This is an optimization exercise on Yosys and OpenROAD, whose aim is small area, not a production implementation.
Only simulation tests tie the RTL to the original design; equivalence was not proved. The clock port is modelled as an ideal driver; clocking choices that lean on that would not hold on a real chip.

==> run a: inputs <==
Design system_top, start of the top module:
module system_top (
    input  wire               clk,
    input  wire               rst_n,
    input  wire signed [15:0] data_in,
    output wire signed [3:0]  sdm_out
);
Settings: LEC_CHECK=0, CAP_MARGIN=20, CORE_MARGIN=2, CORE_UTILIZATION=65, PLACE_DENSITY=0.75, SLEW_MARGIN=20, SYNTH_HIERARCHICAL=1; clock period 20.0 ns.
standard.sh (not shown) runs the stock make flow with config.mk's settings and CLKGATE_MAP_FILE= SYNTH_SCRIPT=/design/flow/synth_recipe.tcl, a recipe that flattens the netlist after the stock synthesis.
==> flow/flow/run.sh <==
#!/bin/bash
set -e
export CTS_ARGS="-sink_clustering_enable -repair_clock_nets -buf_list sky130_fd_sc_hd__clkbuf_16 -sink_clustering_size 34 -sink_clustering_max_diameter 100 -dont_use_dummy_load"
cp standard.sh standard_sh.log
bash standard.sh > standard.log 2>&1
==> inputs of run b, as changes to run a <==
==> flow/run.sh (new file) <==
#!/bin/bash
# synth_recipe.tcl (not shown) runs the flow's synth.tcl, then flattens the netlist and writes it again
# the make line also repeats each setting of config.mk as NAME=value (left out here)
make -C /OpenROAD-flow-scripts/flow DESIGN_CONFIG=/design/flow/config.mk WORK_HOME=/design/flow/orfs CLKGATE_MAP_FILE= SYNTH_SCRIPT=/design/flow/synth_recipe.tcl finish
Settings changed: CORE_UTILIZATION 65 to 40, CTS_BUF_LIST set to sky130_fd_sc_hd__clkbuf_16, CTS_CLUSTER_DIAMETER set to 120, CTS_CLUSTER_SIZE set to 28, PLACE_DENSITY 0.75 to 0.6.
removed: flow/flow/run.sh
removed: flow/standard.sh
==> inputs of run c, as changes to run a <==
==> flow/run.sh (new file) <==
#!/bin/bash
# synth_recipe.tcl (not shown) runs the flow's synth.tcl, then flattens the netlist and writes it again
# the make line also repeats each setting of config.mk as NAME=value (left out here)
make -C /OpenROAD-flow-scripts/flow DESIGN_CONFIG=/design/flow/config.mk WORK_HOME=/design/flow/orfs CLKGATE_MAP_FILE= SYNTH_SCRIPT=/design/flow/synth_recipe.tcl finish
Settings changed: CELL_PAD_IN_SITES_DETAIL_PLACEMENT set to 1, CELL_PAD_IN_SITES_GLOBAL_PLACEMENT set to 1, CORE_UTILIZATION 65 to 40, CTS_BUF_LIST set to sky130_fd_sc_hd__clkbuf_16, CTS_CLUSTER_DIAMETER set to 100, CTS_CLUSTER_SIZE set to 24, PLACE_DENSITY 0.75 to 0.6.
removed: flow/flow/run.sh
removed: flow/standard.sh
==> impl_metrics.tcl <==
set metrics [dict create \
    outcome "complete, no violations" \
    num_rows 95 \
    cp_num_cells 51 \
    place_area_sq_mm 0.04581 \
    core_area_sq_mm 0.06728 \
    fin_cells 3873 \
    pre_cts_ws_ns 1.081 \
    final_cell_mix "1042 x dfxtp_1, 638 x fa_1, 160 x nand2_1" \
    clkLatencyLatePin_ns 0.64 \
    multiInputGateArea_sq_mm 0.01929 \
    post-dp-hpwl_mm 60.55 \
    worst_pin_slew_ns 1.108 \
    max-slew-margin-rel_pct 26.14 \
    final_util_pct 69.79 \
    multi_input_area_share_pct 41.08 \
    dieArea_sq_mm 0.07024 \
    grt.total_usage_pct 25.70 \
]
[end of results for run a]
==> impl_metrics.tcl <==
set metrics [dict create \
    outcome "complete, no violations" \
    dieArea_sq_mm 0.1134 \
    place_area_sq_mm 0.04658 \
    final_util_pct 43.55 \
    post-dp-hpwl_mm 57.38 \
    max-slew-margin-rel_pct 26.67 \
    clkLatencyLatePin_ns 0.69 \
    num_rows 122 \
    multi_input_area_share_pct 40.15 \
    fin_cells 4511 \
    pre_cts_ws_ns 1.498 \
    worst_pin_slew_ns 1.100 \
]
[end of results for run b]
==> impl_metrics.tcl <==
set metrics [dict create \
    dieArea_sq_mm 0.1134 \
    ys.flop_type "dfxtp_1" \
    pre_cts_ws_ns 1.106 \
    cts_tree "built" \
    post-dp-hpwl_mm 67.05 \
    place_area_sq_mm 0.04662 \
    cp_num_cells 50 \
    final_util_pct 44.14 \
    grt.total_usage_pct 17.11 \
    fin_cells 4547 \
    max-slew-margin-rel_pct 22.45 \
    final_cell_mix "1042 x dfxtp_1, 638 x fa_1, 160 x nand2_1" \
    num_rows 122 \
    core_area_sq_mm 0.1102 \
    multiInputGateArea_sq_mm 0.01926 \
    outcome "complete, no violations" \
]
[end of results for run c]

---

==> 07-04 <==
Starting RTL as in the previous note.
==> flow/config.mk <==
export PLATFORM = sky130hd
export DESIGN_NAME = system_top
export DESIGN_NICKNAME = system_top
export VERILOG_FILES = /design/flow/design.v
export SDC_FILE = /design/flow/constraint.sdc
export NUM_CORES = 4
export LEC_CHECK = 0
export CAP_MARGIN = 20
export CORE_MARGIN = 2
export CORE_UTILIZATION = 40
export CTS_BUF_LIST = sky130_fd_sc_hd__clkbuf_16
export CTS_CLUSTER_DIAMETER = 120
export CTS_CLUSTER_SIZE = 28
export GPL_TIMING_DRIVEN = 0
export PLACE_DENSITY = 0.6
export SLEW_MARGIN = 20
export SYNTH_HIERARCHICAL = 1
==> flow/constraint.sdc <==
create_clock -name core_clock -period 20.0 [get_ports {clk}]
set_input_delay 4.0000 -clock core_clock [delete_from_list [all_inputs] [get_ports {clk}]]
set_output_delay 4.0000 -clock core_clock [all_outputs]
set_load 0.01 [all_outputs]
run.sh (not shown) runs the stock make flow with config.mk's settings and CLKGATE_MAP_FILE= SYNTH_SCRIPT=/design/flow/synth_recipe.tcl, a recipe that flattens the netlist after the stock synthesis.
Stock flow here: none of the scripts above is used.
==> 06-15: changes against 07-04 <==
==> flow/flow/run.sh (new file) <==
#!/bin/bash
set -e
export CTS_ARGS="-sink_clustering_enable -repair_clock_nets -buf_list sky130_fd_sc_hd__clkbuf_16 -sink_clustering_size 28 -sink_clustering_max_diameter 120 -dont_use_dummy_load"
cp standard.sh standard_sh.log
bash standard.sh > standard.log 2>&1
==> flow/standard.sh (new file) <==
#!/bin/bash
# synth_recipe.tcl (not shown) runs the flow's synth.tcl, then flattens the netlist and writes it again
# the make line also repeats each setting of config.mk as NAME=value (left out here)
make -C /OpenROAD-flow-scripts/flow DESIGN_CONFIG=/design/flow/config.mk WORK_HOME=/design/flow/orfs CLKGATE_MAP_FILE= SYNTH_SCRIPT=/design/flow/synth_recipe.tcl "${@:-finish}"
CTS_BUF_LIST = unset   (was sky130_fd_sc_hd__clkbuf_16)
CTS_CLUSTER_DIAMETER = unset   (was 120)
CTS_CLUSTER_SIZE = unset   (was 28)
GPL_TIMING_DRIVEN = unset   (was 0)
removed: flow/run.sh
==> 12-25: changes against 07-04 <==
CTS_CLUSTER_DIAMETER = 100   (was 120)
CTS_CLUSTER_SIZE = 24   (was 28)
GPL_TIMING_DRIVEN = unset   (was 0)
==> results.toml <==
[layout]
nNonClkBuffers = 70
multi_input_area_um2 = 19270
area_growth_pct = 8.998
final_area_um2 = 48280

[placement]
dp.cells = 4444
pre_cts_ws_ns = 1.498
gp_congestion = 0.8737

[worst_setup_path]
timing.reg2reg.setup_slack_ns = 1.59
cpPeakStageDelay_ns = 0.73

[drt]
drt_pre_antenna_iters = 17
drt_iter0_drc = 2145
met2WireLength_um = 35870

[global_routing]
grt_util_met3_pct = 2.858

[sta]
period_minus_slack_ns = 18.41
whs_ns = 0.2849

[outcome]
status = "no timing/DRC/antenna violations"
the above is filed under 12-25

==> results.toml <==
[sta]
period_minus_slack_ns = 19.27
whs_ns = 0.2716

[outcome]
status = "no timing/DRC/antenna violations"

[layout]
final_area_um2 = 48220
area_growth_pct = 8.868
multi_input_area_um2 = 19320
nNonClkBuffers = 104

[worst_setup_path]
cpPeakStageDelay_ns = 0.70

[drt]
met2WireLength_um = 37790

[placement]
dp.cells = 4478
pre_cts_ws_ns = 0.4750
the above is filed under 07-04

==> results.toml <==
[layout]
area_growth_pct = 7.935
multi_input_area_um2 = 19270

[worst_setup_path]
cpPeakStageDelay_ns = 0.75

[outcome]
status = "no timing/DRC/antenna violations"

[sta]
period_minus_slack_ns = 18.39

[drt]
met2WireLength_um = 35820

[global_routing]
grt_util_met3_pct = 2.582
the above is filed under 06-15

static timing again, ports no longer ideal:
The results above use ideal ports. As a check the final layouts listed here were re-extracted and re-timed, cells and wires unchanged. Step 1 assumes that a clkbuf_16 drives the clock port and a buf_2 every other input. Step 2 moves the port delays by t, midway between the first and last clock arrival at a register: inputs arrive t later, outputs are due t later. That takes back most of the time a late clock gives input paths. a / b / c = ideal / step 1 / step 2; a / b = the first two.
run | t, ns | slack for setup (ns) | worst setup path at the end | latest minus earliest clock arrival (ns) | worst data-port slew with drivers (ns)
run a | 0.638 | 0.879 / 0.879 / 0.879 | register to register | 0.135 / 0.134 | 0.09
run b | 0.717 | 1.560 / 1.560 / 1.560 | register to register | 0.091 / 0.091 | 0.04
run c | 0.700 | 1.268 / 1.268 / 1.268 | register to register | 0.051 / 0.051 | 0.05
07-04 | 0.723 | 0.728 / 0.728 / 0.728 | register to register | 0.073 / 0.074 | 0.05
06-15 | 0.675 | 1.610 / 1.610 / 1.610 | register to register | 0.092 / 0.092 | 0.04
12-25 | 0.736 | 1.588 / 1.588 / 1.588 | register to register | 0.056 / 0.056 | 0.04
After both steps setup and hold are still met in every run listed.
